This is an optimization exercise on Yosys and OpenROAD, whose aim is small area, not a production implementation. Only simulation tests tie the RTL to the original design; equivalence was not proved. The flow treats the clock pin as an ideal source, which a real chip does not have. Power is estimated from default activity; no workload was simulated.

### design/flow/flow/run.sh
#!/bin/bash
# Layout flow: the standard synthesis, its combinational logic re-mapped
# for area (registers untouched, equivalence proven), then the standard
# ORFS layout with smaller port buffers and a clock tree without dummy
# loads. Each tool writes its full output to a log of its own here (and
# ORFS's step logs stay in orfs/logs/).
set -euo pipefail
HERE=$(pwd)
F=$HERE/flow
R=$HERE/orfs/results/$FLOW_PLATFORM/obstacledodger/base
LIB=$FLOW_HOME/platforms/sky130hd/lib/sky130_fd_sc_hd__tt_025C_1v80.lib
export CTS_ARGS="-sink_clustering_enable -repair_clock_nets -dont_use_dummy_load -buf_list {sky130_fd_sc_hd__clkbuf_4 sky130_fd_sc_hd__clkbuf_8} -sink_clustering_size 60 -sink_clustering_max_diameter 300"
export BUFFER_PORTS_ARGS="-buffer_cell sky130_fd_sc_hd__buf_1"

bash standard.sh synth > synth.log 2>&1

cp "$R/1_2_yosys.v" "$HERE/std_synth.v"
subst() {
  sed -e "s#@LIB@#$LIB#g" -e "s#@ABC@#$F/remap.abc#g" -e "s#@TOP@#$FLOW_TOP#g" \
      -e "s#@IN@#$HERE/std_synth.v#g" -e "s#@OUT@#$HERE/remap.v#g" -e "s#@CONB@#$F/conb.v#g" "$1" > "$2"
}
subst "$F/remap.ys.in" "$HERE/remap.ys"
subst "$F/eq.ys.in" "$HERE/eq.ys"
if yosys -s "$HERE/remap.ys" > remap.log 2>&1 && yosys -s "$HERE/eq.ys" > eq.log 2>&1; then
  sleep 1
  cp "$HERE/remap.v" "$R/1_2_yosys.v"
  echo "remapped netlist in use" >> remap.log
else
  echo "remap not proven; keeping the standard netlist" >> remap.log
fi

bash standard.sh finish > finish.log 2>&1
### design/flow/flow/conb.v
module sky130_fd_sc_hd__conb_1(output HI, output LO); assign HI = 1'b1; assign LO = 1'b0; endmodule
### design/flow/flow/eq.ys.in
# Prove the re-mapped netlist equivalent to the standard synthesis, with
# the flip-flops paired by name.
read_liberty -ignore_miss_func @LIB@
read_verilog -overwrite @CONB@
read_verilog @IN@
rename @TOP@ gold
read_verilog @OUT@
rename @TOP@ gate
flatten gold gate
hierarchy -check
proc
opt_clean
equiv_make gold gate eq
hierarchy -top eq
equiv_simple -seq 2
equiv_induct -seq 2
equiv_status -assert
### design/flow/flow/remap.abc
strash
ifraig
dc2
strash
&get -n
&st
&syn2
&dch
&nf -R 1000 -p
&st
&syn2
&dch
&nf -R 1000 -p -a
&put
topo
### design/flow/flow/remap.ys.in
# Re-map the combinational logic of the standard synthesis with an
# area-oriented ABC script. Flip-flops (and tie cells) are kept as black
# boxes, so every register keeps its instance name, cell type and nets.
read_liberty -ignore_miss_func @LIB@
blackbox sky130_fd_sc_hd__dfxtp_1 sky130_fd_sc_hd__conb_1
read_verilog @IN@
hierarchy -top @TOP@
flatten
opt_clean -purge
abc -script @ABC@ -liberty @LIB@ -dont_use *probe* -dont_use *lpflow*
opt_clean -purge
hilomap -singleton -hicell sky130_fd_sc_hd__conb_1 HI -locell sky130_fd_sc_hd__conb_1 LO
insbuf -buf sky130_fd_sc_hd__buf_4 A X
splitnets
opt_clean -purge
select @TOP@
stat -liberty @LIB@
write_verilog -noattr -nohex -nodec -selected @OUT@
### design/flow/standard.sh
#!/bin/bash
# synth_recipe.tcl (not shown) runs the flow's synth.tcl, then flattens the netlist and writes it again
# the make line also repeats each setting of config.mk as NAME=value (left out here)
make -C /OpenROAD-flow-scripts/flow DESIGN_CONFIG=/design/flow/config.mk WORK_HOME=/design/flow/orfs CLKGATE_MAP_FILE= SYNTH_SCRIPT=/design/flow/synth_recipe.tcl "${@:-finish}"
### design/flow/config.mk
export PLATFORM = sky130hd
export DESIGN_NAME = obstacledodger
export DESIGN_NICKNAME = obstacledodger
export VERILOG_FILES = /design/flow/design.v
export SDC_FILE = /design/flow/constraint.sdc
export NUM_CORES = 4
export LEC_CHECK = 0
export CAP_MARGIN = 20
export CORE_MARGIN = 2
export CORE_UTILIZATION = 40
export SLEW_MARGIN = 20
### design/flow/constraint.sdc
create_clock -name core_clock -period 10.0 [get_ports {CLOCK_50}]
set_input_delay 2.0000 -clock core_clock [delete_from_list [all_inputs] [get_ports {CLOCK_50}]]
set_output_delay 2.0000 -clock core_clock [all_outputs]
set_load 0.01 [all_outputs]
### design/flow/design.v
module obstacledodger
	(
		CLOCK_50,						 
		resetn,							 
		start_n,						 
		x,
		y,
		colour,
		plot
	);
	input			CLOCK_50;				 
	input			resetn;
	input			start_n;
	output	[7:0]	x;
	output	[6:0]	y;
	output	[2:0]	colour;
	output			plot;
	reg rst_d, ld_d;
	always @(posedge CLOCK_50) begin
		rst_d <= resetn;
		ld_d  <= ~start_n;
	end
	reg  [1:0] st;
	wire [1:0] st_n;
	assign st_n[0] = rst_d & ld_d & ~st[1];
	assign st_n[1] = rst_d & (st[1] | (st[0] & ~ld_d));
	always @(posedge CLOCK_50) st <= st_n;
	assign plot = ~st_n[0];
	wire draw   = ~st[0];
	wire setoff = st[1];
	localparam [14:0] P_S0  = 15'h244d;
	localparam [14:0] P_END = 15'h7034;    
	reg [14:0] pc;
	wire pc_end = (pc == P_END);
	wire tick_p = setoff & pc_end;
	wire pc_ld  = ~setoff | pc_end;
	always @(posedge CLOCK_50) begin
		pc[14:1] <= pc_ld ? P_S0[14:1] : pc[13:0];
		pc[0]    <= setoff & (pc_end | ~(pc[14] ^ pc[13]));
	end
	localparam [14:0] O_S0  = 15'h0125;
	localparam [14:0] O_END = 15'h6847;    
	reg [14:0] oc;
	wire oc_end = (oc == O_END);
	wire tick_o = draw & oc_end;
	wire oc_ld  = ~resetn | tick_o;
	always @(posedge CLOCK_50) begin
		oc[14:1] <= oc_ld ? O_S0[14:1] : draw ? oc[13:0] : oc[14:1];
		oc[0]    <= resetn & (draw ? (oc_end | ~(oc[14] ^ oc[13])) : oc[0]);
	end
	reg [4:0] cnt;
	always @(posedge CLOCK_50) begin
		if (!rst_d)
			cnt <= 5'd0;
		else if (draw)
			cnt <= cnt + 5'd1;
	end
	reg [6:0] ty;
	reg s, down;
	wire ty0  = (ty == 7'd0);
	wire z    = ty0 & ~s & down;            
	wire ocol = ~ty[0] & ~z;
	always @(posedge CLOCK_50) begin
		if (!rst_d) begin
			ty   <= 7'd0;
			s    <= 1'b0;
			down <= 1'b1;
		end else if (tick_o) begin
			if (!z)
				ty <= s ? ty + 7'd1 : ty - 7'd1;
			s <= down;
			if (ty >= 7'd104)
				down <= 1'b0;
			if (ty0)
				down <= 1'b1;
		end
	end
	reg [7:0] tx;
	reg first, b;
	reg [1:0] wh;
	reg b_n;
	reg [1:0] wh_n;
	always @(*) begin
		b_n  = b;
		wh_n = wh;
		if (!rst_d) begin
			b_n  = 1'b1;
			wh_n = 2'd0;
		end else if (tick_p) begin
			if (b)
				b_n = 1'b0;
			else begin
				wh_n = wh + 2'd1;
				b_n  = (wh == 2'd1) ? ocol : 1'b1;
			end
		end
	end
	always @(posedge CLOCK_50) begin
		b  <= b_n;
		wh <= wh_n;
		if (!rst_d) begin
			tx    <= 8'd10;
			first <= 1'b1;
		end else if (tick_p) begin
			if (!first)
				tx <= tx + 8'd1;
			first <= 1'b0;
		end
	end
	assign colour = {1'b0, b_n & (wh_n != 2'd2), b_n & (wh_n == 2'd2)};
	wire pl = (wh == 2'd0);
	assign x = pl ? tx + {6'd0, cnt[1:0]} : 8'd60 + {7'd0, cnt[4]};
	assign y = pl ? 7'd58 + {5'd0, cnt[3:2]} : ty + {3'd0, cnt[3:0]};
endmodule
==> impl_metrics.yaml, run 1 <==
finish:
  layout.nets: 324
  layout-drive-gt1-share_pct: 3.135
  instances_no_fill: 394
  multi_input_area_sq_mm: 0.001280
  filler_cell_count: 612
  area_delta_synth_final_pct: 11.68
  antenna_cells: 0
  regArea_sq_mm: 0.001201
power_and_ir_drop:
  leakage_nw: 1.046
  powerDensity_mw_per_mm2: 155.6
  ir_worst_vdd_mv: 0.07213
global_routing:
  grt_pass1_wl_microns: 7948
  grt_antenna_before_repair: 0
  grt_usage_pct: 14.45
  grt_max_degree: 17
  globalRoute.totalOverflow: 0
  grt_pass1_vias: 1685
timing:
  final_max_slew_viol_count: 0
  fin_crit_sh_pct: 43.38
  slew_headroom_pct: 44.08
  skew_ns: 0.01615
  period_minus_slack_ns: 4.338
  finalSetupViolCount: 0
  hold_viol_final: 0
  rsz0062_at_grt: "false"
  fmax_mhz: 230.5
  worst_pin_slew_ns: 0.8377
  tns_ns: 0
clocking:
  cts_resized: 0
  cts_tree: "built"
  clk_pin_slew_worst_paths_ns: 0.06
  ctsHoldBuffers: 0
  worstSkewPairLatency_ns: 0.33
  numCtsBuffers: 9
  cts_setup_buffers: 0
  cts_max_level: 3
  cts.sinks: 60
  cts_buffer_depth: 2
  root_buffer: "clkbuf_8"
yosys:
  ys_warn_count: 1
  netlist_area_sq_mm: 0.002507
  synthCells: 290
  postSynthAreaPerCell_sq_um: 8.646
  syn_nets: 293
placement:
  dp.cells: 385
  dp.final_hpwl_microns: 3283
  gp_congestion: 0.7616
  port-buffer-count: 20
route:
  num_vias: 2011
  wire_per_inst_microns: 12.03
  wirelength_microns: 4741
  antenna_left: 0
  drcViolationCount: 0
  vias_per_cell: 5.104
  drt-pass1-iter-count: 4
  drtIter0Drc: 83
worst_setup_path:
  crit_required_ns: 8.00
  critPathLaunchType: "flip-flop"
  cp_slowest_cell: "maj3_1"
  cp-end-kind: "output port"
  crit_type: "flip-flop to output port"
  path_cells: "nor2_1 -> o21ai_0 -> maj3_1 -> maj3_1 -> a21o_1 -> a21o_1 -> buf_1"
  cp.arrival_ns: 2.34
  max_stage_delay_ns: 0.42
  worst-path-max-fanout: 7
die:
  num_rows: 28
  die_w_microns: 83.18
  dieArea_sq_mm: 0.006918
  coreArea_sq_mm: 0.005991
  initial_core_util_pct: 41.85
  die_h_microns: 83.18
  io_pins: 22
min_path:
  hp-class: "flip-flop to flip-flop"
run_status:
  status: "no timing/DRC/antenna violations"
run:
  maxCapViolCount: 0
==> flip-flops by register name, indices dropped and copies added, names as in the netlist, 2 cells and up <==
register / count
cnt: 5
oc: 15
pc: 15
st: 2
tx: 8
ty: 7
wh: 2
==> routing by layer <==
layer	vias up	track usage, %	routed length [microns]
met4	0	6.706	58
li1	1068	-	-
met1	912	18.68	2456
met2	25	21.11	2025
met5	-	0	0
met3	6	5.666	201
==> worst max-delay path, delay by kind of cell, from the launching register on <==
| family | cells | cell delay, ns |
|---|---|---|
| adder cells (fa/ha/maj) | 2 | 0.84 |
| flip-flops | 1 | 0.36 |
| AND/OR/NAND/NOR | 1 | 0.14 |
| buffers and inverters | 1 | 0.12 |
| AO/OA/AOI/OAI | 3 | 0.54 |
==> cell type report <==
class	count	share of cell area, %
inverter	5	0.6702
sequential	60	42.90
tap	75	3.351
multi-input combinational	224	45.71
clock buffer	9	4.424
timing repair buffer	21	2.949
==> report_power, final <==
part / internal, mW / switching (mW) / total [mW] / leakage, nW
Sequential: 0.247 / 0.00869 / 0.256 / 0.490
Clock: 0.0798 / 0.0795 / 0.159 / 0.0647
Combinational: 0.00964 / 0.0109 / 0.0205 / 0.492
Total: 0.337 / 0.0990 / 0.436 / 1.05
==> stage by stage <==
stage / utilization (%) / instance area [sq um] / hold WS [ns] / power, mW / setup slack (ns)
after CTS: 46.74 / 2800 / 0.4332 / 0.4444 / 5.654
after global placement: 44.67 / 2676 / 0.4290 / 0.2815 / 6.073
after floorplan: - / 2507 / 0.4098 / 0.2747 / 6.223
final: 46.74 / 2800 / 0.4316 / 0.4357 / 5.662
after global routing: 46.74 / 2800 / 0.4436 / 0.4578 / 5.475
after detailed placement: 44.67 / 2676 / 0.4344 / 0.2818 / 6.015
==> path summary, 6_finish.rpt <==
kind | startpoint | end | slack (ns) | cells after the start
max | cnt[1] | y[5] | 5.66 | 7
min | pc[1] | pc[2] | 0.43 | 1
max reg2reg | st[0] | ty[2] | 7.45 | 8
min reg2reg | pc[1] | pc[2] | 0.43 | 1
==> cell usage in the layout, fill, tap and decap left out, types with 2 or more instances in the layout <==
cell type,n
dfxtp_1,60
nor2_1,38
nand2_1,31
a21oi_1,21
o21ai_0,21
buf_1,20
mux2i_1,13
nand3_1,12
xnor2_1,11
and2_0,10
clkbuf_8,9
and3_1,8
nor2b_1,8
nor3_1,7
xor2_1,7
clkinv_1,5
or2_0,5
a31oi_1,4
nor4_1,3
nand4_1,3
o211ai_1,3
a21o_1,3
nand2b_1,2
maj3_1,2
o21a_1,2
==> inputs of run 2 (changes only) <==
--- a/design/flow/flow/run.sh
+++ b/design/flow/flow/run.sh
@@ -9,7 +9,7 @@
 F=$HERE/flow
 R=$HERE/orfs/results/$FLOW_PLATFORM/obstacledodger/base
 LIB=$FLOW_HOME/platforms/sky130hd/lib/sky130_fd_sc_hd__tt_025C_1v80.lib
-export CTS_ARGS="-sink_clustering_enable -repair_clock_nets -dont_use_dummy_load -buf_list {sky130_fd_sc_hd__clkbuf_4 sky130_fd_sc_hd__clkbuf_8} -sink_clustering_size 60 -sink_clustering_max_diameter 300"
+export CTS_ARGS="-sink_clustering_enable -repair_clock_nets -dont_use_dummy_load -buf_list {sky130_fd_sc_hd__clkbuf_2 sky130_fd_sc_hd__clkbuf_4} -sink_clustering_size 30"
 export BUFFER_PORTS_ARGS="-buffer_cell sky130_fd_sc_hd__buf_1"
 
 bash standard.sh synth > synth.log 2>&1
==> design/flow/flow/remap.abc (replaced) <==
strash
ifraig
dc2
strash
&get -n
&st
&syn2
&dch
&nf -R 1000
&st
&syn2
&dch
&nf -R 1000
&st
&syn2
&dch
&nf -R 1000
&put
topo
==> run 2 against run 1 <==
- clock power is 25% lower
- setup slack lost 0.094 ns
- non-clock buffer count shrank 1
- combinational power down 2%
- total power decreased by 9.1%
- maximum frequency decreased by 2.1%
- largest power group unchanged
==> impl_metrics.yaml, run 2 <==
global_routing:
  globalRoute.totalOverflow: 0
  grt_max_degree: 31
  grt_pass1_vias: 1980
  grt_pass1_wl_microns: 8907
  grt_antenna_before_repair: 0
  grt_usage_pct: 15.52
worst_setup_path:
  crit_required_ns: 8.00
  critPathLaunchType: "flip-flop"
  r2r_cells: 7
  worstReg2RegEnd: "ty[6]"
  cp.arrival_ns: 2.43
  timing.rr.start: "st[0]"
  worst-path-max-fanout: 10
  cp-end-kind: "output port"
  crit_type: "flip-flop to output port"
  r2r_slack_ns: 7.40
clocking:
  numCtsBuffers: 9
  root_buffer: "clkbuf_4"
  cts_max_level: 3
  cts_resized: 0
  clk_pin_slew_worst_paths_ns: 0.09
  cts_buffer_depth: 2
  cts_tree: "built"
  worstSkewPairLatency_ns: 0.38
  ctsHoldBuffers: 0
  cts.sinks: 60
  cts_setup_buffers: 0
min_path:
  hold_start: "first"
  hold_depth: 2
  hold_path_end: "first"
  hp-class: "flip-flop to flip-flop"
finish:
  reg_top3: "oc (15), pc (15), tx (8)"
  most-common-layout-cells: "dfxtp_1 (60), nor2_1 (45), nand2_1 (38), a21oi_1 (25), o21ai_0 (21)"
  area_delta_synth_final_pct: 9.020
  layout.nets: 339
  antenna_cells: 0
  layout-drive-gt1-share_pct: 2.695
  final_common_cell: "dfxtp_1"
  instances_no_fill: 411
yosys:
  postSynthAreaPerCell_sq_um: 8.386
  netlist_area_sq_mm: 0.002566
  ys_warn_count: 1
  syn_nets: 309
  synthCells: 306
power_and_ir_drop:
  ir_worst_vdd_mv: 0.06728
  leakage_nw: 1.044
  powerDensity_mw_per_mm2: 141.6
die:
  io_pins: 22
  die_h_microns: 84.10
  num_rows: 29
  die_w_microns: 84.10
  initial_core_util_pct: 40.88
  dieArea_sq_mm: 0.007072
  coreArea_sq_mm: 0.006277
timing:
  rsz0062_at_grt: "false"
  final_max_slew_viol_count: 0
  finalSetupViolCount: 0
  tns_ns: 0
  holdWs_ns: 0.4438
  period_minus_slack_ns: 4.431
  fin_crit_sh_pct: 44.31
  skew_ns: 0.02206
  worst_pin_slew_ns: 0.9493
  hold_viol_final: 0
  slew_headroom_pct: 36.62
  fmax_mhz: 225.7
placement:
  dp.cells: 402
  gp_congestion: 0.7757
  port-buffer-count: 20
  dp.final_hpwl_microns: 3418
route:
  vias_per_cell: 5.102
  drt-pass1-iter-count: 4
  num_vias: 2097
  drcViolationCount: 0
  drtIter0Drc: 110
  wire_per_inst_microns: 12.19
  antenna_left: 0
  wirelength_microns: 5009
run:
  maxCapViolCount: 0
run_status:
  status: "no timing/DRC/antenna violations"
==> run 2: routing by layer <==
metal	global-route usage, %	wire [microns]	up-vias
li1	-	-	1113
met1	20.88	2576	940
met2	23.30	2150	34
met3	3.660	175	10
met4	7.478	107	0
met5	0	0	-
==> run 2: power breakdown <==
part | internal, mW | switching, mW
Combinational | 0.0101 | 0.00995
Clock | 0.0418 | 0.0771
Sequential | 0.247 | 0.0105
==> run 2: worst max-delay path, cell delays in order (launching register included) <==
cell and delay, ns:
dfxtp_1 0.52, nand2_1 0.16, o21ai_0 0.32, maj3_1 0.28, maj3_1 0.24, nand3_1 0.13, xor2_1 0.17, nor2_1 0.08
buf_1 0.15
==> run 2: final cells by class <==
class	count	area, sq um
multi-input cells	238	1331
inverters	7	26.28
well taps	77	96.34
repair buffers	20	75.07
flip-flops and latches	60	1201
clock buffers	9	67.56
fillers	658	3480
==> run 2: worst max path at each step <==
| stage | startpoint | end | slack [ns] | depth (start not counted) |
|---|---|---|---|---|
| 2_1_floorplan | ty[0] | y[5] | 6.21 | 6 |
| 3_3_place_gp | ty[0] | y[6] | 6.04 | 8 |
| 3_5_place_dp | ty[0] | y[6] | 5.97 | 8 |
| 4_1_cts | ty[0] | y[6] | 5.54 | 8 |
| 5_1_grt | ty[0] | y[6] | 5.29 | 8 |
| 6_report | ty[0] | y[6] | 5.57 | 8 |
==> run 2: stage by stage <==
stage	util, %	worst slack (ns)	area, sq um	total power [mW]
after CTS	44.57	5.539	2798	0.4004
after detailed placement	43.49	5.975	2730	0.2831
final	44.57	5.569	2798	0.3962
after global placement	43.49	6.044	2730	0.2825
after floorplan	-	6.214	2566	0.2759
after global routing	44.57	5.286	2798	0.4150
==> inputs of run 3 (changes only) <==
==> design/flow/flow/run.sh (replaced) <==
#!/bin/bash
# Layout flow: the standard synthesis, its combinational logic re-mapped
# for area (registers untouched, equivalence proven), the standard ORFS
# floorplan and placement with small port buffers, a one-buffer clock tree
# (flow/cts.tcl), then the standard ORFS routing and finishing.
# Each tool writes its full output to a log of its own in this folder (and
# ORFS's step logs stay in orfs/logs/).
set -euo pipefail
HERE=$(pwd)
F=$HERE/flow
R=$HERE/orfs/results/$FLOW_PLATFORM/obstacledodger/base
LIB=$FLOW_HOME/platforms/sky130hd/lib/sky130_fd_sc_hd__tt_025C_1v80.lib
export BUFFER_PORTS_ARGS="-buffer_cell sky130_fd_sc_hd__buf_1"

bash standard.sh synth > synth.log 2>&1

cp "$R/1_2_yosys.v" "$HERE/std_synth.v"
subst() {
  sed -e "s#@LIB@#$LIB#g" -e "s#@ABC@#$F/remap.abc#g" -e "s#@TOP@#$FLOW_TOP#g" \
      -e "s#@IN@#$HERE/std_synth.v#g" -e "s#@OUT@#$HERE/remap.v#g" -e "s#@CONB@#$F/conb.v#g" "$1" > "$2"
}
subst "$F/remap.ys.in" "$HERE/remap.ys"
subst "$F/eq.ys.in" "$HERE/eq.ys"
if yosys -s "$HERE/remap.ys" > remap.log 2>&1 && yosys -s "$HERE/eq.ys" > eq.log 2>&1; then
  sleep 1
  cp "$HERE/remap.v" "$R/1_2_yosys.v"
  echo "remapped netlist in use" >> remap.log
else
  echo "remap not proven; keeping the standard netlist" >> remap.log
fi

bash standard.sh place > place.log 2>&1

sleep 1
DONT_USE=$(make -s -C "$FLOW_HOME" DESIGN_CONFIG="$HERE/config.mk" WORK_HOME="$HERE/orfs" print-DONT_USE_CELLS 2>/dev/null | sed 's/^DONT_USE_CELLS: //') || true
RESULTS_DIR="$R" LIB_FILE="$LIB" PLATFORM_DIR="$FLOW_HOME/platforms/sky130hd" \
DONT_USE_CELLS="${DONT_USE:-sky130_fd_sc_hd__probe_p_8 sky130_fd_sc_hd__probec_p_8}" \
CLK_BUF=${CLK_BUF:-sky130_fd_sc_hd__clkbuf_16} CLK_K=${CLK_K:-2} CLK_PORT=CLOCK_50 \
  openroad -no_init -exit "$F/cts.tcl" > cts.log 2>&1

bash standard.sh finish > finish.log 2>&1
==> design/flow/flow/cts.tcl (new file) <==
# Clock tree for a small design: the registers are split into CLK_K
# clusters (k-means on their placement), and one clock buffer at the centre
# of each cluster drives its clock pins; the clock port drives only these
# buffers. Every register is one buffer away from the port. Used in place of
# ORFS's H-tree. Reads 3_place, writes 4_1_cts.
set R $::env(RESULTS_DIR)
read_liberty $::env(LIB_FILE)
read_db $R/3_place.odb
read_sdc $R/3_place.sdc
source $::env(PLATFORM_DIR)/setRC.tcl
set_dont_use $::env(DONT_USE_CELLS)

set block [ord::get_db_block]
set dbu [$block getDbUnitsPerMicron]
set K $::env(CLK_K)

# register clock pins and their positions (um)
set regs {}
foreach inst [$block getInsts] {
  if {[string match "sky130_fd_sc_hd__df*" [[$inst getMaster] getName]]} {
    set loc [$inst getLocation]
    lappend regs [list [$inst getName] [expr {[lindex $loc 0] / double($dbu)}] [expr {[lindex $loc 1] / double($dbu)}]]
  }
}
set n [llength $regs]

# k-means, seeded by x order
set sorted [lsort -real -index 1 $regs]
set cent {}
for {set k 0} {$k < $K} {incr k} {
  set r [lindex $sorted [expr {int(($k + 0.5) * $n / $K)}]]
  lappend cent [list [lindex $r 1] [lindex $r 2]]
}
for {set it 0} {$it < 50} {incr it} {
  set assign {}
  foreach r $regs {
    set best 0; set bd 1e30
    for {set k 0} {$k < $K} {incr k} {
      set c [lindex $cent $k]
      set d [expr {pow([lindex $r 1] - [lindex $c 0], 2) + pow([lindex $r 2] - [lindex $c 1], 2)}]
      if {$d < $bd} { set bd $d; set best $k }
    }
    lappend assign $best
  }
  set new {}
  for {set k 0} {$k < $K} {incr k} {
    set sx 0; set sy 0; set m 0
    foreach r $regs a $assign {
      if {$a == $k} { set sx [expr {$sx + [lindex $r 1]}]; set sy [expr {$sy + [lindex $r 2]}]; incr m }
    }
    if {$m > 0} { lappend new [list [expr {$sx / $m}] [expr {$sy / $m}]] } else { lappend new [lindex $cent $k] }
  }
  set cent $new
}

for {set k 0} {$k < $K} {incr k} {
  set pins {}
  foreach r $regs a $assign {
    if {$a == $k} { lappend pins [get_pins "[lindex $r 0]/CLK"] }
  }
  if {[llength $pins] == 0} { continue }
  set c [lindex $cent $k]
  puts "cluster $k: [llength $pins] registers, buffer at ([lindex $c 0], [lindex $c 1])"
  insert_buffer -buffer_cell $::env(CLK_BUF) -net $::env(CLK_PORT) -load_pins $pins \
    -location [list [lindex $c 0] [lindex $c 1]] -buffer_name clkbuf_leaf_$k -net_name clknet_leaf_$k
}
foreach inst [$block getInsts] {
  if {[string match "clkbuf_leaf_*" [$inst getName]]} {
    foreach it [$inst getITerms] {
      set net [$it getNet]
      if {$net != "NULL"} { $net setSigType CLOCK; puts "clock net [$net getName]" }
    }
  }
}

set_propagated_clock [all_clocks]
detailed_placement
check_placement -verbose
estimate_parasitics -placement
report_clock_skew
report_checks -path_delay min -format full_clock_expanded
report_checks -path_delay max
report_check_types -max_slew -max_capacitance -violators

write_db $R/4_1_cts.odb
write_sdc -no_timestamp $R/4_cts.sdc
==> design/flow/flow/remap.abc (replaced) <==
strash
ifraig
dc2
strash
&get -n
&st
&syn2
&dch
&nf -R 1000 -p
&st
&syn2
&dch
&nf -R 1000 -p -a
&put
topo
==> run 3 against run 2 <==
- global-route usage fell by 3.0 points
- sequential power barely moved
- total power fell by 6.0%
- flip-flop and latch count did not move
- setup slack improved by 0.24 ns
- maximum frequency rose by 5.6%
- register-to-register slack improved by 0.03 ns
- utilization rose by 0.94 points
- die area fell by 2.2%
- highest routed layer unchanged
==> impl_metrics.yaml, run 3 <==
finish:
  final_common_cell: "dfxtp_1"
  antenna_cells: 0
  most-common-layout-cells: "dfxtp_1 (60), nor2_1 (38), nand2_1 (31), a21oi_1 (21), o21ai_0 (21)"
  multi_input_area_sq_mm: 0.001280
  filler_cell_count: 615
  area_delta_synth_final_pct: 8.732
  layout.nets: 317
  reg_top3: "oc (15), pc (15), tx (8)"
  final_core_util_pct: 45.51
  layout-drive-gt1-share_pct: 0.9615
  regArea_sq_mm: 0.001201
route:
  antenna_left: 0
  drcViolationCount: 0
  wire_per_inst_microns: 11.76
  num_vias: 2005
  drtIter0Drc: 45
  vias_per_cell: 5.181
  wirelength_microns: 4550
  drt-pass1-iter-count: 5
die:
  die_w_microns: 83.18
  dieArea_sq_mm: 0.006918
  die_h_microns: 83.18
  initial_core_util_pct: 41.85
  coreArea_sq_mm: 0.005991
  io_pins: 22
  num_rows: 28
power_and_ir_drop:
  p_int_mw: 0.2937
  power_frac_clock_pct: 25.9
  p_sw_mw: 0.07873
  sw_frac_of_total_pct: 21.14
  p_seq_share_pct: 68.6
  leakage_nw: 1.006
  powerDensity_mw_per_mm2: 136.6
  power_mw: 0.3724
  ir_worst_vdd_mv: 0.1632
  power_frac_comb_pct: 5.5
yosys:
  synthCells: 290
  netlist_area_sq_mm: 0.002507
  ys_warn_count: 1
  postSynthAreaPerCell_sq_um: 8.646
  syn_nets: 293
worst_setup_path:
  cp-end-kind: "output port"
  cp.arrival_ns: 2.19
  max_stage_delay_ns: 0.48
  path_cells: "nand2_1 -> o21ai_0 -> maj3_1 -> maj3_1 -> nand3_1 -> xor2_1 -> nor2_1 -> buf_1"
  cp_slowest_cell: "dfxtp_1"
  worst-path-max-fanout: 9
  crit_required_ns: 8.00
  crit_start: "ty[0]"
  crit_type: "flip-flop to output port"
  path_common_cell: "maj3_1"
  timing.rr.start: "st[0]"
  critPathLaunchType: "flip-flop"
timing:
  period_minus_slack_ns: 4.195
  final_max_slew_viol_count: 0
  rsz0062_at_grt: "false"
  finalSetupViolCount: 0
  slew_headroom_pct: 44.62
  tns_ns: 0
  fmax_mhz: 238.4
  hold_viol_final: 0
  worst_pin_slew_ns: 0.8296
  skew_ns: 0.01869
  fin_crit_sh_pct: 41.95
run:
  maxCapViolCount: 0
global_routing:
  grt_pass1_vias: 1641
  grt_pass1_wl_microns: 7728
  grt_antenna_before_repair: 0
  globalRoute.totalOverflow: 0
  grt_usage_pct: 12.57
  grt_max_degree: 37
clocking:
  worstSkewPairLatency_ns: 0.18
  clk_pin_slew_worst_paths_ns: 0.12
placement:
  gp_congestion: 0.7616
  dp.final_hpwl_microns: 3283
  port-buffer-count: 20
run_status:
  status: "no timing/DRC/antenna violations"
min_path:
  hold_start: "first"
  hp-class: "flip-flop to flip-flop"
## run 3: path summary, 6_finish.rpt
path / end / slack [ns] / depth (start not counted)
worst max-delay path: y[6] / 5.81 / 8
worst min-delay path: first / 0.45 / 2
worst max register to register: ty[2] / 7.43 / 8
worst min register to register: first / 0.45 / 2
## run 3: cell type report
class / instances / area share [%]
clock buffers: 2 / 1.836
well taps: 75 / 3.442
multi-input cells: 224 / 46.95
flip-flops and latches: 60 / 44.06
inverters: 5 / 0.6884
repair buffers: 21 / 3.029
## run 3: worst max-delay path, delay by kind of cell, from the launching register on
kind | cells | cell delay, ns
XOR/XNOR | 1 | 0.17
AND/OR/NAND/NOR | 3 | 0.36
buffers and inverters | 1 | 0.15
adder cells (fa/ha/maj) | 2 | 0.53
AO/OA/AOI/OAI | 1 | 0.34
flip-flops | 1 | 0.48
## run 3: per-stage QoR
step / hold slack (ns) / cells / area [sq um] / setup WS, ns
after global placement: 0.4290 / 385 / 2676 / 6.073
final: 0.4501 / 387 / 2726 / 5.805
after global routing: 0.4744 / 387 / 2726 / 5.631
after detailed placement: 0.4344 / 385 / 2676 / 6.015
after floorplan: 0.4098 / 290 / 2507 / 6.223
## run 3: power by group through the flow
stage | Clock, mW | Combinational, mW | Sequential [mW]
global placement | 0 | 0.0206 | 0.261
floorplan | 0 | 0.0157 | 0.259
detailed placement | 0 | 0.0208 | 0.261
finish | 0.0964 | 0.0205 | 0.255
global route | 0.110 | 0.0235 | 0.257
## run 3: metal layers
layer	GRT usage [%]	wire length (microns)	vias up
met5	0	0	-
met4	0.5961	29	0
met3	0.8946	129	2
met2	21.26	1994	27
met1	18.49	2397	917
li1	-	-	1059
==> inputs of run 4 (changes only) <==
--- a/design/flow/flow/run.sh
+++ b/design/flow/flow/run.sh
@@ -35,7 +35,7 @@
 DONT_USE=$(make -s -C "$FLOW_HOME" DESIGN_CONFIG="$HERE/config.mk" WORK_HOME="$HERE/orfs" print-DONT_USE_CELLS 2>/dev/null | sed 's/^DONT_USE_CELLS: //') || true
 RESULTS_DIR="$R" LIB_FILE="$LIB" PLATFORM_DIR="$FLOW_HOME/platforms/sky130hd" \
 DONT_USE_CELLS="${DONT_USE:-sky130_fd_sc_hd__probe_p_8 sky130_fd_sc_hd__probec_p_8}" \
-CLK_BUF=${CLK_BUF:-sky130_fd_sc_hd__clkbuf_16} CLK_K=${CLK_K:-2} CLK_PORT=CLOCK_50 \
+CLK_BUF=${CLK_BUF:-sky130_fd_sc_hd__buf_12} CLK_K=${CLK_K:-2} CLK_PORT=CLOCK_50 \
   openroad -no_init -exit "$F/cts.tcl" > cts.log 2>&1
 
 bash standard.sh finish > finish.log 2>&1
==> run 4 against run 3 <==
- still clean
- wire length is 0.62% higher
- cell count stayed put
- sequential share of layout area is 0.16 points higher
- synthesized cell count stayed put
- first-iteration DRC count stayed put
- largest cell class unchanged
==> impl_metrics.yaml, run 4 <==
global_routing:
  grt_pass1_vias: 1641
  grt_pass1_wl_microns: 7728
  grt_antenna_before_repair: 0
  grt_usage_pct: 12.57
  globalRoute.totalOverflow: 0
  grt_max_degree: 37
timing:
  setup_ws_ns: 5.829
  tns_ns: 0
  finalSetupViolCount: 0
  period_minus_slack_ns: 4.171
  slew_headroom_pct: 44.64
  final_max_slew_viol_count: 0
  holdWs_ns: 0.4506
  worst_pin_slew_ns: 0.8293
  rsz0062_at_grt: "false"
  hold_viol_final: 0
  skew_ns: 0.01694
  fmax_mhz: 239.7
  fin_crit_sh_pct: 41.71
min_path:
  hold_depth: 2
  hold_path_end: "first"
  hp-class: "flip-flop to flip-flop"
  hold_start: "first"
route:
  antenna_left: 0
  vias_per_cell: 5.176
  wirelength_microns: 4578
  drtIter0Drc: 45
  drcViolationCount: 0
  drt-pass1-iter-count: 4
  wire_per_inst_microns: 11.83
  num_vias: 2003
power_and_ir_drop:
  powerDensity_mw_per_mm2: 135.6
  p_int_mw: 0.2891
  p_seq_share_pct: 69.3
  ir_worst_vdd_mv: 0.1620
  p_sw_mw: 0.07924
  leakage_nw: 1.000
  sw_frac_of_total_pct: 21.51
  power_frac_comb_pct: 5.6
  power_frac_clock_pct: 25.1
finish:
  layout-drive-gt1-share_pct: 0.9615
  area_delta_synth_final_pct: 8.334
  antenna_cells: 0
  filler_cell_count: 616
  reg_top3: "oc (15), pc (15), tx (8)"
  final_common_cell: "dfxtp_1"
  most-common-layout-cells: "dfxtp_1 (60), nor2_1 (38), nand2_1 (31), a21oi_1 (21), o21ai_0 (21)"
  instances_no_fill: 387
  layout.nets: 317
yosys:
  syn_nets: 293
  synthCells: 290
  netlist_area_sq_mm: 0.002507
  postSynthAreaPerCell_sq_um: 8.646
  ys_warn_count: 1
die:
  io_pins: 22
  coreArea_sq_mm: 0.005991
  initial_core_util_pct: 41.85
  die_w_microns: 83.18
  die_h_microns: 83.18
  num_rows: 28
  dieArea_sq_mm: 0.006918
worst_setup_path:
  timing.rr.start: "st[0]"
  r2r_slack_ns: 7.43
  crit_required_ns: 8.00
  cp.arrival_ns: 2.17
  r2r_cells: 8
  worst-path-max-fanout: 9
  worstReg2RegEnd: "ty[2]"
  crit_type: "flip-flop to output port"
  critPathLaunchType: "flip-flop"
  cp-end-kind: "output port"
placement:
  dp.cells: 385
  port-buffer-count: 20
  post-place-ws_ns: 6.015
  dp.final_hpwl_microns: 3283
  gp_congestion: 0.7616
run:
  maxCapViolCount: 0
run_status:
  status: "no timing/DRC/antenna violations"
clocking:
  clk_pin_slew_worst_paths_ns: 0.12
  worstSkewPairLatency_ns: 0.15
-- run 4: cell count changes in the layout (fill, tap and decap cells not counted) --
cell and delta:
buf_12 +2, clkbuf_16 -2
-- run 4: worst max path at each step --
stage | start | end | cells past startpoint | slack, ns
floorplan | ty[1] | y[5] | 6 | 6.22
global placement | ty[0] | y[6] | 8 | 6.07
detailed placement | ty[0] | y[6] | 8 | 6.01
global route | ty[0] | y[6] | 8 | 5.65
finish | ty[0] | y[6] | 8 | 5.83
-- run 4: power by group through the flow --
stage          sequential (mW)  combinational, mW  clock, mW
2_1_floorplan            0.259             0.0157          0
3_3_place_gp             0.261             0.0206          0
3_5_place_dp             0.261             0.0208          0
5_1_grt                  0.257             0.0235      0.105
6_report                 0.255             0.0206     0.0924
-- run 4: area by class of cell --
| cell class | instances | area (sq um) | area share, % |
|---|---|---|---|
| Multi-Input combinational cell | 224 | 1280 | 47.12 |
| Sequential cell | 60 | 1201 | 44.22 |
| Tap cell | 75 | 93.84 | 3.455 |
| Timing Repair Buffer | 21 | 82.58 | 3.040 |
| Clock buffer | 2 | 40.04 | 1.474 |
| Inverter | 5 | 18.77 | 0.6909 |
-- run 4: critical path, stage by stage (launching register included) --
cell and delay (ns):
dfxtp_1 0.48, nand2_1 0.15, o21ai_0 0.34, maj3_1 0.29
maj3_1 0.24, nand3_1 0.12, xor2_1 0.17, nor2_1 0.09
buf_1 0.15
-- run 4: routing by layer --
metal  vias up  part of all wire (%)  global-route usage [%]
met3         2                   2.8                  0.8946
met4         0                  0.63                  0.5961
li1       1059                     -                       -
met1       917                    52                   18.49
met5         -                     0                       0
met2        25                    44                   21.26
-- run 4: through the flow --
stage | util, % | total power, mW | area, sq um
after floorplan | - | 0.2747 | 2507
after global placement | 44.67 | 0.2815 | 2676
after detailed placement | 44.67 | 0.2818 | 2676
after global routing | 45.34 | 0.3854 | 2716
final | 45.34 | 0.3683 | 2716
==> inputs of run 5 (changes only) <==
==> design/flow/design.v (replaced) <==
module obstacledodger(CLOCK_50, resetn, start_n, x, y, colour, plot);
	input CLOCK_50, resetn, start_n;
	output [7:0] x; output [6:0] y; output [2:0] colour; output plot;
	localparam [1:0]  M_ST = 2'd0;
	localparam        M_RD = 1'b1;
	localparam        M_LD = 1'b1;
	localparam [14:0] M_PC = 15'd10922;
	localparam [14:0] M_OC = 15'd10922;
	localparam [4:0]  M_CN = 5'd21;
	localparam [6:0]  M_TY = 7'd0;
	localparam        M_S  = 1'b1;
	localparam        M_DN = 1'b0;
	localparam [7:0]  M_TX = 8'd170;
	localparam        M_FI = 1'b0;
	localparam        M_B  = 1'b0;
	localparam [1:0]  M_WH = 2'd2;
	reg rd_w, ld_w; reg [1:0] st_w; reg [14:0] pc_w, oc_w; reg [4:0] cn_w; reg [6:0] ty_w;
	reg s_w, dn_w, fi_w, b_w; reg [7:0] tx_w; reg [1:0] wh_w;
	wire rst_d = rd_w ^ M_RD, ld_d = ld_w ^ M_LD;
	wire [1:0] st = st_w ^ M_ST; wire [14:0] pc = pc_w ^ M_PC, oc = oc_w ^ M_OC;
	wire [4:0] cnt = cn_w ^ M_CN; wire [6:0] ty = ty_w ^ M_TY; wire s = s_w ^ M_S, down = dn_w ^ M_DN;
	wire [7:0] tx = tx_w ^ M_TX; wire first = fi_w ^ M_FI, b = b_w ^ M_B; wire [1:0] wh = wh_w ^ M_WH;
	wire [1:0] st_n;
	assign st_n[0] = rst_d & ld_d & ~st[1];
	assign st_n[1] = rst_d & (st[1] | (st[0] & ~ld_d));
	assign plot = ~st_n[0];
	wire draw = ~st[0], setoff = st[1];
	localparam [14:0] P_S0 = 15'h244d, P_END = 15'h7034;
	wire pc_end = (pc == P_END);
	wire tick_p = setoff & pc_end;
	wire pc_ld = ~setoff | pc_end;
	wire [14:0] pc_n;
	assign pc_n[14:1] = pc_ld ? P_S0[14:1] : pc[13:0];
	assign pc_n[0] = setoff & (pc_end | ~(pc[14] ^ pc[13]));
	localparam [14:0] O_S0 = 15'h0125, O_END = 15'h6847;
	wire oc_end = (oc == O_END);
	wire tick_o = draw & oc_end;
	wire oc_ld = ~resetn | tick_o;
	wire [14:0] oc_n;
	assign oc_n[14:1] = oc_ld ? O_S0[14:1] : draw ? oc[13:0] : oc[14:1];
	assign oc_n[0] = resetn & (draw ? (oc_end | ~(oc[14] ^ oc[13])) : oc[0]);
	wire [4:0] cnt_n = !rst_d ? 5'd0 : cnt + {4'd0, draw};
	wire ty0 = (ty == 7'd0);
	wire z = ty0 & ~s & down;
	wire ocol = ~ty[0] & ~z;
	wire [6:0] ty_n = !rst_d ? 7'd0 : (tick_o & ~z) ? (s ? ty + 7'd1 : ty - 7'd1) : ty;
	wire s_n = !rst_d ? 1'b0 : tick_o ? down : s;
	wire down_n = !rst_d ? 1'b1 : tick_o ? (ty0 ? 1'b1 : (ty >= 7'd104) ? 1'b0 : down) : down;
	wire b_n = !rst_d ? 1'b1 : tick_p ? (b ? 1'b0 : ((wh == 2'd1) ? ocol : 1'b1)) : b;
	wire [1:0] wh_n = !rst_d ? 2'd0 : (tick_p & ~b) ? wh + 2'd1 : wh;
	wire [7:0] tx_n = !rst_d ? 8'd10 : (tick_p & ~first) ? tx + 8'd1 : tx;
	wire first_n = !rst_d ? 1'b1 : tick_p ? 1'b0 : first;
	always @(posedge CLOCK_50) begin
		rd_w <= resetn ^ M_RD; ld_w <= ~start_n ^ M_LD; st_w <= st_n ^ M_ST;
		pc_w <= pc_n ^ M_PC; oc_w <= oc_n ^ M_OC; cn_w <= cnt_n ^ M_CN; ty_w <= ty_n ^ M_TY;
		s_w <= s_n ^ M_S; dn_w <= down_n ^ M_DN; b_w <= b_n ^ M_B; wh_w <= wh_n ^ M_WH;
		tx_w <= tx_n ^ M_TX; fi_w <= first_n ^ M_FI;
	end
	assign colour = {1'b0, b_n & (wh_n != 2'd2), b_n & (wh_n == 2'd2)};
	wire pl = (wh == 2'd0);
	assign x = pl ? tx + {6'd0, cnt[1:0]} : 8'd60 + {7'd0, cnt[4]};
	assign y = pl ? 7'd58 + {5'd0, cnt[3:2]} : ty + {3'd0, cnt[3:0]};
endmodule
==> design/flow/flow/run.sh (replaced) <==
#!/bin/bash
# Layout flow: the standard synthesis, its combinational logic re-mapped
# for area (registers untouched, equivalence proven), the standard ORFS
# floorplan and placement with small port buffers, a clock tree of CLK_K
# buffers driven by the clock port (flow/cts.tcl), then the standard ORFS
# routing and finishing.
# Each tool writes its full output to a log of its own in this folder (and
# ORFS's step logs stay in orfs/logs/).
set -euo pipefail
HERE=$(pwd)
F=$HERE/flow
R=$HERE/orfs/results/$FLOW_PLATFORM/obstacledodger/base
LIB=$FLOW_HOME/platforms/sky130hd/lib/sky130_fd_sc_hd__tt_025C_1v80.lib
export BUFFER_PORTS_ARGS="-buffer_cell sky130_fd_sc_hd__buf_1"

bash standard.sh synth > synth.log 2>&1

cp "$R/1_2_yosys.v" "$HERE/std_synth.v"
subst() {  # template, output, abc script, tag
  sed -e "s#@LIB@#$LIB#g" -e "s#@ABC@#$3#g" -e "s#@TOP@#$FLOW_TOP#g" \
      -e "s#@IN@#$HERE/std_synth.v#g" -e "s#@OUT@#$HERE/remap_$4.v#g" -e "s#@CONB@#$F/conb.v#g" "$1" > "$2"
}
# Try each ABC script; keep the smallest result whose equivalence is proven.
: > remap.log
results=""
for abc in "$F"/remap_*.abc; do
  tag=$(basename "$abc" .abc | sed 's/remap_//')
  subst "$F/remap.ys.in" "$HERE/remap_$tag.ys" "$abc" "$tag"
  if yosys -s "$HERE/remap_$tag.ys" > "remap_$tag.log" 2>&1; then
    area=$(grep "Chip area for module" "remap_$tag.log" | tail -1 | awk '{print $NF}')
    echo "script $tag: area $area" >> remap.log
    results="$results$area $tag\n"
  fi
done
chosen=""
for tag in $(printf "$results" | sort -n | awk '{print $2}'); do
  subst "$F/eq.ys.in" "$HERE/eq_$tag.ys" "" "$tag"
  if yosys -s "$HERE/eq_$tag.ys" > "eq_$tag.log" 2>&1; then
    chosen=$tag; break
  fi
  echo "script $tag: equivalence not proven" >> remap.log
done
if [[ -n "$chosen" ]]; then
  sleep 1
  cp "$HERE/remap_$chosen.v" "$R/1_2_yosys.v"
  echo "remapped netlist in use: script $chosen" >> remap.log
else
  echo "no remap proven; keeping the standard netlist" >> remap.log
fi

bash standard.sh place > place.log 2>&1

sleep 1
DONT_USE=$(make -s -C "$FLOW_HOME" DESIGN_CONFIG="$HERE/config.mk" WORK_HOME="$HERE/orfs" print-DONT_USE_CELLS 2>/dev/null | sed 's/^DONT_USE_CELLS: //') || true
RESULTS_DIR="$R" LIB_FILE="$LIB" PLATFORM_DIR="$FLOW_HOME/platforms/sky130hd" \
DONT_USE_CELLS="${DONT_USE:-sky130_fd_sc_hd__probe_p_8 sky130_fd_sc_hd__probec_p_8}" \
CLK_BUF=${CLK_BUF:-sky130_fd_sc_hd__clkbuf_16} CLK_K=${CLK_K:-2} CLK_PORT=CLOCK_50 \
  openroad -no_init -exit "$F/cts.tcl" > cts.log 2>&1

bash standard.sh finish > finish.log 2>&1
==> design/flow/flow/remap_1.abc (new file) <==
strash
ifraig
dc2
strash
&get -n
&st
&syn2
&dch
&nf -R 1000
&st
&syn2
&dch
&nf -R 1000
&st
&syn2
&dch
&nf -R 1000
&put
topo
==> design/flow/flow/remap_2.abc (new file) <==
strash
ifraig
dc2
strash
&get -n
&st
&syn2
&dch
&nf -R 1000 -p
&st
&syn2
&dch
&nf -R 1000 -p -a
&put
topo
==> design/flow/flow/remap_3.abc (new file) <==
strash
balance
rewrite
refactor
balance
rewrite
rewrite -z
balance
refactor -z
rewrite -z
balance
balance
resub -K 6
rewrite
resub -K 6 -N 2
refactor
resub -K 8
balance
resub -K 8 -N 2
rewrite
resub -K 10
rewrite -z
resub -K 10 -N 2
balance
resub -K 12
refactor -z
resub -K 12 -N 2
rewrite -z
balance
&get -n
&st
&syn2
&dch
&nf -R 1000 -p
&put
topo
==> design/flow/flow/remap_4.abc (new file) <==
strash
ifraig
dc2
strash
&get -n
&st
&syn2
&dch
&nf -R 1000 -p -a
&put
topo
removed: design/flow/flow/remap.abc
==> run 5 against run 4 <==
- utilization about the same
- combinational power grew 5%
- die area is 1.1% lower
- largest cell class unchanged
- sequential share of layout area increased by 0.31 points
- first-iteration DRC count increased by 40%
- still clean
- clock-buffer cell count unchanged
- setup slack worse by 0.042 ns
==> impl_metrics.yaml, run 5 <==
die:
  num_rows: 28
  dieArea_sq_mm: 0.006843
  die_h_microns: 82.72
  coreArea_sq_mm: 0.005956
  die_w_microns: 82.72
  initial_core_util_pct: 41.62
  io_pins: 22
timing:
  worst_pin_slew_ns: 0.9374
  hold_viol_final: 0
  slew_headroom_pct: 37.38
  tns_ns: 0
  final_max_slew_viol_count: 0
  fmax_mhz: 237.4
  period_minus_slack_ns: 4.213
  finalSetupViolCount: 0
  rsz0062_at_grt: "false"
  fin_crit_sh_pct: 42.13
  skew_ns: 0.02211
placement:
  dp.final_hpwl_microns: 3149
  placed_area_sq_mm: 0.002648
  port-buffer-count: 20
  gp_congestion: 0.7345
min_path:
  hold_start: "pc_w[1]"
  hold_path_end: "pc_w[2]"
  hp-class: "flip-flop to flip-flop"
  hold_depth: 1
worst_setup_path:
  cp-end-kind: "output port"
  path_delay_family: "simple AND/OR/NAND/NOR gates"
  r2r_slack_ns: 7.29
  path_cells: "nor2b_1 -> maj3_1 -> o21ai_0 -> o21ai_0 -> nand3_1 -> xor2_1 -> nor2_1 -> buf_1"
  worst-path-max-fanout: 9
  path_common_cell: "o21ai_0"
  max_stage_delay_ns: 0.46
  timing.rr.start: "pc_w[13]"
  crit_buf_inv: 1
  cp.arrival_ns: 2.21
  cp_slowest_cell: "dfxtp_1"
  r2r_cells: 11
  critPathLaunchType: "flip-flop"
  crit_required_ns: 8.00
  worstReg2RegEnd: "tx_w[7]"
  crit_type: "flip-flop to output port"
run_status:
  status: "no timing/DRC/antenna violations"
finish:
  layout.nets: 323
  reg_top3: "oc_w (15), pc_w (15), tx_w (8)"
  most-common-layout-cells: "dfxtp_1 (60), nor2_1 (43), nand2_1 (42), o21ai_0 (25), a21oi_1 (22)"
  final_common_cell: "dfxtp_1"
  antenna_cells: 0
  area_delta_synth_final_pct: 8.834
  layout-drive-gt1-share_pct: 0.9434
  filler_cell_count: 611
  fin_area_sq_mm: 0.002698
global_routing:
  grt_antenna_before_repair: 0
  grt_pass1_vias: 1711
  grtUsageMet2_pct: 23.47
  globalRoute.totalOverflow: 0
  grt_max_degree: 36
  grt_usage_pct: 13.17
  grtUsageMet1_pct: 18.38
  grt_pass1_wl_microns: 7527
  busiest_layer: "met2"
  use_met3_pct: 0.7609
route:
  wirelength_microns: 4385
  vias_per_cell: 5.005
  num_vias: 1967
  drcViolationCount: 0
  drt-pass1-iter-count: 4
  drtIter0Drc: 63
  wire_per_inst_microns: 11.16
  antenna_left: 0
power_and_ir_drop:
  p_seq_share_pct: 68.5
  sw_frac_of_total_pct: 21.13
  p_int_mw: 0.2940
  p_sw_mw: 0.07880
  leakage_nw: 0.9638
  powerDensity_mw_per_mm2: 138.2
  ir_worst_vdd_mv: 0.1330
  power_frac_comb_pct: 5.8
  power_frac_clock_pct: 25.7
yosys:
  syn_nets: 299
  netlist_area_sq_mm: 0.002479
  ys_warn_count: 1
  postSynthAreaPerCell_sq_um: 8.374
  synthCells: 296
run:
  maxCapViolCount: 0
clocking:
  clk_pin_slew_worst_paths_ns: 0.12
  worstSkewPairLatency_ns: 0.18
==> run 5: changes by cell type in the layout (fill, tap and decap cells not counted), sizes merged, moves of 6 or more <==
cell,before,now
nand3,12,5
nand2,31,42
and3,8,2
nor3b,0,7
and2,10,4
mux2i,13,0
nor2b,8,19
==> run 5: worst register-to-register path, delay by kind of cell (launching register included) <==
kind             cells  cell delay, ns
flip-flops           1            0.36
AO/OA/AOI/OAI        1            0.34
AND/OR/NAND/NOR     10            1.88
==> run 5: worst max path at each step <==
stage | from | to | slack (ns) | cells past startpoint
after floorplan | ty_w[0] | y[6] | 6.22 | 7
after global placement | ty_w[0] | y[6] | 6.06 | 8
after detailed placement | ty_w[0] | y[6] | 5.99 | 8
after global routing | ty_w[0] | y[6] | 5.43 | 8
final | ty_w[0] | y[6] | 5.79 | 8
==> run 5: layer usage <==
layer / vias up / routed length (microns)
li1: 1068 / -
met1: 876 / 2337
met2: 21 / 1901
met3: 2 / 115
met4: 0 / 31
met5: - / 0
==> run 5: metrics by stage <==
step	setup slack (ns)	hold WS [ns]	std cells	total power [mW]	utilization, %
after floorplan	6.222	0.3528	296	0.2760	-
after global placement	6.062	0.3677	391	0.2824	44.45
after detailed placement	5.987	0.3720	391	0.2831	44.45
after global routing	5.428	0.4169	393	0.3905	45.29
final	5.787	0.3952	393	0.3728	45.29
==> run 5: power by group through the flow <==
stage          sequential, mW  combinational (mW)  clock (mW)
6_report                0.255              0.0216      0.0958
5_1_grt                 0.257              0.0250       0.108
3_5_place_dp            0.261              0.0220           0
3_3_place_gp            0.261              0.0213           0
2_1_floorplan           0.260              0.0160           0
==> run 5: layout make-up <==
| class | count | area (sq um) | area share [%] |
|---|---|---|---|
| repair buffers | 21 | 82.58 | 3.061 |
| flip-flops and latches | 60 | 1201 | 44.53 |
| multi-input cells | 230 | 1251 | 46.38 |
| inverters | 5 | 18.77 | 0.6957 |
| well taps | 75 | 93.84 | 3.479 |
| clock buffers | 2 | 50.05 | 1.855 |

==> re-timing with driven ports <==
The flow's constraints put no driver on any port. The routed layouts listed below were extracted and timed again, unchanged, in two steps. Step 1 sets driving cells, clkbuf_16 on the clock port and buf_2 on the other inputs (assumed; they add their load-dependent delay and slew). Step 2 moves the port delays by t, midway between the first and last clock arrival at a register: inputs arrive t later, outputs are due t later. That takes back most of the time a late clock gives input paths. Slacks: ideal ports / drivers / drivers and shift; pairs: ideal ports / drivers.
run	t (ns)	slack for setup (ns)	worst register clock-pin slew, ns	worst slew at a driven data input, ns	pins driven straight from the clock port
run 1	0.353	5.662 / 5.634 / 5.987	0.06 / 0.06	0.03	1
run 2	0.404	5.569 / 5.540 / 5.944	0.10 / 0.10	0.03	1
run 3	0.213	5.805 / 5.759 / 5.972	0.12 / 0.12	0.03	2
run 4	0.193	5.829 / 5.778 / 5.971	0.12 / 0.12	0.03	2
run 5	0.211	5.787 / 5.741 / 5.952	0.12 / 0.12	0.03	2
After both steps every run listed still meets setup and hold.
